Background: an optimization exercise with open tools, aiming at small area and a short achievable clock period. Do not read the settings as production practice.
Where RTL was checked, it was by simulation tests only, not by an equivalence proof against the original.
The clock port is modelled as an ideal driver, which makes a skipped or thinned clock tree look cheaper than it is; a real chip needs a root buffer or a tree.
No activity file was given, so power comes from the tool's default toggle rates.

## build 15
==> flow/design.v <==
module ram_dp_ar_aw (
  input             clk,
  input             we,         
  input      [15:0] wlo,        
  input      [15:0] whi,        
  input       [7:0] wdata,
  input      [15:0] row_sel,    
  input      [15:0] row_sel0,   
  output reg [127:0] col_q      
);
reg [7:0] mem [0:255];
genvar wi;
generate
  for (wi = 0; wi < 256; wi = wi + 1) begin : wr_g
    always @(posedge clk)
      if (we && whi[wi/16] && wlo[wi%16])
        mem[wi] <= wdata;
  end
endgenerate
integer r, c;
reg [127:0] col_d;
always @(*) begin
  col_d = 128'd0;
  for (c = 0; c < 16; c = c + 1)
    for (r = 0; r < 16; r = r + 1)
      col_d[8*c +: 8] = col_d[8*c +: 8] |
        (mem[16*r+c] & {8{(c == 0) ? row_sel0[r] : row_sel[r]}});
end
always @(posedge clk)
  col_q <= col_d;
endmodule
module syn_fifo (
  input        clk,
  input        rst,
  input        wr_cs,
  input        rd_cs,
  input  [7:0] data_in,
  input        rd_en,
  input        wr_en,
  output [7:0] data_out,
  output       empty,
  output       full
);
wire wr = wr_cs & wr_en;
wire rd = rd_cs & rd_en;
reg        wr_q;
reg  [7:0] din_q, din_qq;
reg  [15:1] wr_lo_h;           
reg         wr_lo0_n;          
reg  [15:1] wr_hi_h;           
reg         wr_hi0_n;
wire [15:0] wr_lo = {wr_lo_h, ~wr_lo0_n};
wire [15:0] wr_hi = {wr_hi_h, ~wr_hi0_n};
always @(posedge clk or posedge rst)
  if (rst)
    wr_q <= 1'b0;
  else
    wr_q <= wr;
always @(posedge clk) begin
  din_q  <= data_in;
  din_qq <= din_q;
end
always @(posedge clk or posedge rst)
  if (rst) begin
    wr_lo_h  <= 15'd0;
    wr_lo0_n <= 1'b0;
    wr_hi_h  <= 15'd0;
    wr_hi0_n <= 1'b0;
  end else if (wr_q) begin
    wr_lo_h  <= wr_lo[14:0];
    wr_lo0_n <= ~wr_lo[15];
    if (wr_lo[15]) begin
      wr_hi_h  <= wr_hi[14:0];
      wr_hi0_n <= ~wr_hi[15];
    end
  end
reg  [15:1] rd_col_h;
reg         rd_col0_n;
reg  [15:1] rd_row_h;
reg         rd_row0_n;
reg  [15:1] rd_nrow_h;         
reg         rd_nrow0_n;
wire [15:0] rd_col  = {rd_col_h, ~rd_col0_n};
wire [15:0] rd_row  = {rd_row_h, ~rd_row0_n};
wire [15:0] rd_row0 = {rd_nrow_h, ~rd_nrow0_n};
always @(posedge clk or posedge rst)
  if (rst) begin
    rd_col_h   <= 15'd0;
    rd_col0_n  <= 1'b0;
    rd_row_h   <= 15'd0;
    rd_row0_n  <= 1'b0;
    rd_nrow_h  <= 15'd0;
    rd_nrow0_n <= 1'b0;
  end else if (rd) begin
    rd_col_h  <= rd_col[14:0];
    rd_col0_n <= ~rd_col[15];
    if (rd_col[15]) begin
      rd_row_h  <= rd_row[14:0];
      rd_row0_n <= ~rd_row[15];
    end
    if (rd_col[0]) begin
      rd_nrow_h  <= rd_row0[14:0];
      rd_nrow0_n <= ~rd_row0[15];
    end
  end
reg  [7:0] cnt_q;
reg        inc_q, dec_q;
reg        empty_r, is1, is2, is254, full_r;
wire       not_empty = ~empty_r;
reg        byp1, byp2;     
wire       inc = wr & ~rd;
wire       dec = rd & ~wr;
wire [7:0] cnt = cnt_q + {{7{dec_q}}, dec_q | inc_q};
wire       cnt_is3   = inc_q ? (cnt_q == 8'd2)   : dec_q ? (cnt_q == 8'd4)   : (cnt_q == 8'd3);
wire       cnt_is253 = inc_q ? (cnt_q == 8'd252) : dec_q ? (cnt_q == 8'd254) : (cnt_q == 8'd253);
always @(posedge clk or posedge rst)
  if (rst) begin
    cnt_q <= 8'd0;
    inc_q <= 1'b0;
    dec_q <= 1'b0;
  end else begin
    cnt_q <= cnt;
    inc_q <= inc;
    dec_q <= dec;
  end
always @(posedge clk or posedge rst)
  if (rst) begin
    is1        <= 1'b0;
    is2        <= 1'b0;
    is254      <= 1'b0;
  end else if (dec) begin
    is1        <= is2;
    is2        <= cnt_is3;
    is254      <= full_r;
  end else if (inc) begin
    is1        <= ~not_empty;
    is2        <= is1;
    is254      <= cnt_is253;
  end
always @(posedge clk)
  if (rst) begin
    empty_r    <= 1'b1;
    full_r     <= 1'b0;
  end else if (dec) begin
    empty_r    <= is1;
    full_r     <= 1'b0;
  end else if (inc) begin
    empty_r    <= 1'b0;
    full_r     <= is254;
  end
always @(posedge clk or posedge rst)
  if (rst) begin
    byp1 <= 1'b0;
    byp2 <= 1'b0;
  end else begin
    byp1 <= wr   & (rd ? is1 : ~not_empty);
    byp2 <= wr_q & (rd ? is2 : is1);
  end
assign empty = empty_r;
assign full  = full_r;
wire [127:0] col_q;
reg  [7:0]  col_word;
integer c;
always @(*) begin
  col_word = 8'd0;
  for (c = 0; c < 16; c = c + 1)
    col_word = col_word | (col_q[8*c +: 8] & {8{rd_col[c]}});
end
wire [7:0] head = byp1 ? din_q : (byp2 ? din_qq : col_word);
reg [7:0] data_out_r;
always @(posedge clk)
  if (rst)
    data_out_r <= 8'd0;
  else if (rd)
    data_out_r <= head;
assign data_out = data_out_r;
ram_dp_ar_aw DP_RAM (
  .clk      (clk),
  .we       (wr_q),
  .wlo      (wr_lo),
  .whi      (wr_hi),
  .wdata    (din_q),
  .row_sel  (rd_row),
  .row_sel0 (rd_row0),
  .col_q    (col_q)
);
endmodule
clock: 4.0 ns
lec_check: 0
cap_margin: 20
core_margin: 2
core_utilization: 60
setup_slack_margin: 2.0
slew_margin: 20
synth_memory_max_bits: 4096
standard.sh (not shown) runs the stock make flow with config.mk's settings and CLKGATE_MAP_FILE= SYNTH_SCRIPT=/design/flow/synth_recipe.tcl, a recipe that flattens the netlist after the stock synthesis.
==> flow/flow/run.sh <==
#!/bin/bash
# Own flow: the standard layout, except that
#  - the clock tree is built by flow/mcts.tcl (a shallow tree of clock
#    buffers over a grid of flip-flop clusters) instead of TritonCTS, and
#  - sky130_fd_sc_hd__a222oi_1, which comes in one weak size only, is added
#    to the platform's don't-use list, so that synthesis does not put it on
#    paths that the resizer then cannot speed up.
# Every tool's output goes to the ORFS logs under orfs/logs; this script's
# own output goes to run.log.
set -euo pipefail
cd "$(dirname "$0")/.."
exec > >(tee run.log) 2>&1
DU="sky130_fd_sc_hd__probe_p_8 sky130_fd_sc_hd__probec_p_8 sky130_fd_sc_hd__lpflow_bleeder_1 sky130_fd_sc_hd__lpflow_clkbufkapwr_1 sky130_fd_sc_hd__lpflow_clkbufkapwr_16 sky130_fd_sc_hd__lpflow_clkbufkapwr_2 sky130_fd_sc_hd__lpflow_clkbufkapwr_4 sky130_fd_sc_hd__lpflow_clkbufkapwr_8 sky130_fd_sc_hd__lpflow_clkinvkapwr_1 sky130_fd_sc_hd__lpflow_clkinvkapwr_16 sky130_fd_sc_hd__lpflow_clkinvkapwr_2 sky130_fd_sc_hd__lpflow_clkinvkapwr_4 sky130_fd_sc_hd__lpflow_clkinvkapwr_8 sky130_fd_sc_hd__lpflow_decapkapwr_12 sky130_fd_sc_hd__lpflow_decapkapwr_3 sky130_fd_sc_hd__lpflow_decapkapwr_4 sky130_fd_sc_hd__lpflow_decapkapwr_6 sky130_fd_sc_hd__lpflow_decapkapwr_8 sky130_fd_sc_hd__lpflow_inputiso0n_1 sky130_fd_sc_hd__lpflow_inputiso0p_1 sky130_fd_sc_hd__lpflow_inputiso1n_1 sky130_fd_sc_hd__lpflow_inputiso1p_1 sky130_fd_sc_hd__lpflow_inputisolatch_1 sky130_fd_sc_hd__lpflow_isobufsrc_1 sky130_fd_sc_hd__lpflow_isobufsrc_16 sky130_fd_sc_hd__lpflow_isobufsrc_2 sky130_fd_sc_hd__lpflow_isobufsrc_4 sky130_fd_sc_hd__lpflow_isobufsrc_8 sky130_fd_sc_hd__lpflow_isobufsrckapwr_16 sky130_fd_sc_hd__lpflow_lsbuf_lh_hl_isowell_tap_1 sky130_fd_sc_hd__lpflow_lsbuf_lh_hl_isowell_tap_2 sky130_fd_sc_hd__lpflow_lsbuf_lh_hl_isowell_tap_4 sky130_fd_sc_hd__lpflow_lsbuf_lh_isowell_4 sky130_fd_sc_hd__lpflow_lsbuf_lh_isowell_tap_1 sky130_fd_sc_hd__lpflow_lsbuf_lh_isowell_tap_2 sky130_fd_sc_hd__lpflow_lsbuf_lh_isowell_tap_4 sky130_fd_sc_hd__a222oi_1"
bash standard.sh DONT_USE_CELLS="$DU" PRE_CTS_TCL="$PWD/flow/cts_hook.tcl" finish
Other scripts of this flow, unchanged in this note and not shown: flow/flow/cts_hook.tcl, flow/flow/mcts.tcl
Input changes introduced in build 75 (baseline for comparison: build 15):
--- a/flow/design.v
+++ b/flow/design.v
@@ -102,14 +102,13 @@
       rd_nrow_h  <= rd_row0[14:0];
       rd_nrow0_n <= ~rd_row0[15];
     end
   end
 reg  [7:0] cnt_q;
 reg        inc_q, dec_q;
-reg        empty_r, is1, is2, is254, full_r;
-wire       not_empty = ~empty_r;
+reg        not_empty, is1, is2, is254, full_r;
 reg        byp1, byp2;     
 wire       inc = wr & ~rd;
 wire       dec = rd & ~wr;
 wire [7:0] cnt = cnt_q + {{7{dec_q}}, dec_q | inc_q};
 wire       cnt_is3   = inc_q ? (cnt_q == 8'd2)   : dec_q ? (cnt_q == 8'd4)   : (cnt_q == 8'd3);
 wire       cnt_is253 = inc_q ? (cnt_q == 8'd252) : dec_q ? (cnt_q == 8'd254) : (cnt_q == 8'd253);
@@ -122,56 +121,51 @@
     cnt_q <= cnt;
     inc_q <= inc;
     dec_q <= dec;
   end
 always @(posedge clk or posedge rst)
   if (rst) begin
+    not_empty  <= 1'b0;
     is1        <= 1'b0;
     is2        <= 1'b0;
     is254      <= 1'b0;
+    full_r     <= 1'b0;
   end else if (dec) begin
+    not_empty  <= ~is1;
     is1        <= is2;
     is2        <= cnt_is3;
     is254      <= full_r;
+    full_r     <= 1'b0;
   end else if (inc) begin
+    not_empty  <= 1'b1;
     is1        <= ~not_empty;
     is2        <= is1;
     is254      <= cnt_is253;
-  end
-always @(posedge clk)
-  if (rst) begin
-    empty_r    <= 1'b1;
-    full_r     <= 1'b0;
-  end else if (dec) begin
-    empty_r    <= is1;
-    full_r     <= 1'b0;
-  end else if (inc) begin
-    empty_r    <= 1'b0;
     full_r     <= is254;
   end
 always @(posedge clk or posedge rst)
   if (rst) begin
     byp1 <= 1'b0;
     byp2 <= 1'b0;
   end else begin
     byp1 <= wr   & (rd ? is1 : ~not_empty);
     byp2 <= wr_q & (rd ? is2 : is1);
   end
-assign empty = empty_r;
+assign empty = ~not_empty;
 assign full  = full_r;
 wire [127:0] col_q;
 reg  [7:0]  col_word;
 integer c;
 always @(*) begin
   col_word = 8'd0;
   for (c = 0; c < 16; c = c + 1)
     col_word = col_word | (col_q[8*c +: 8] & {8{rd_col[c]}});
 end
 wire [7:0] head = byp1 ? din_q : (byp2 ? din_qq : col_word);
 reg [7:0] data_out_r;
-always @(posedge clk)
+always @(posedge clk or posedge rst)
   if (rst)
     data_out_r <= 8'd0;
   else if (rd)
     data_out_r <= head;
 assign data_out = data_out_r;
 ram_dp_ar_aw DP_RAM (
==> summary.txt <==
Of build 15 and build 75, the run reporting the lower sequential share of layout area was build 15.
Compared with build 15, in build 75 end-of-flow core utilization climbed 0.44 points; largest stage delay on the critical path -280 ps; register area neither gained nor lost much; cell area now smaller.
Cmp build 15 and build 75 / area after synthesis / lower: build 75
Cmp build 15 and build 75 / switching fraction of total power / lower: build 75
For build 15, the category of the critical setup timing path was flop to flop, unlike build 75, where it was flop to primary output.
Against build 15, build 75 reports a number of gates resized after CTS that is lower.
No functional check of the RTL was part of build 15. In every run of this note, the design's own scripts or RTL, not TritonCTS, make the clock network.

[afterwards: timing with drivers on the ports]
The flow's constraints put no driver on any port. The routed layouts listed below were extracted and timed again, unchanged, in two steps. Step 1 sets driving cells, clkbuf_16 on the clock port and buf_2 on the other inputs (assumed; they add their load-dependent delay and slew). Step 2 times the ports against the registers' clock, not the clock port: input delays grow and output delays shrink by t, the midpoint of the rising clock arrivals with the driver on. a / b / c = ideal / step 1 / step 2; a / b = the first two.
| run | t (ns) | slack for setup (ns) | worst setup path after step 2 | cell pins on the clock port's net |
|---|---|---|---|---|
| build 15 | 0.746 | 1.919 / 1.815 / 1.416 | input to register | 4 |
| build 75 | 0.742 | 1.932 / 1.760 / 1.498 | input to register | 4 |
After both steps setup and hold are still met in every run listed. For build 15, which loses most, drivers alone change the setup slack by -0.104 ns; drivers and shift together by -0.503 ns.
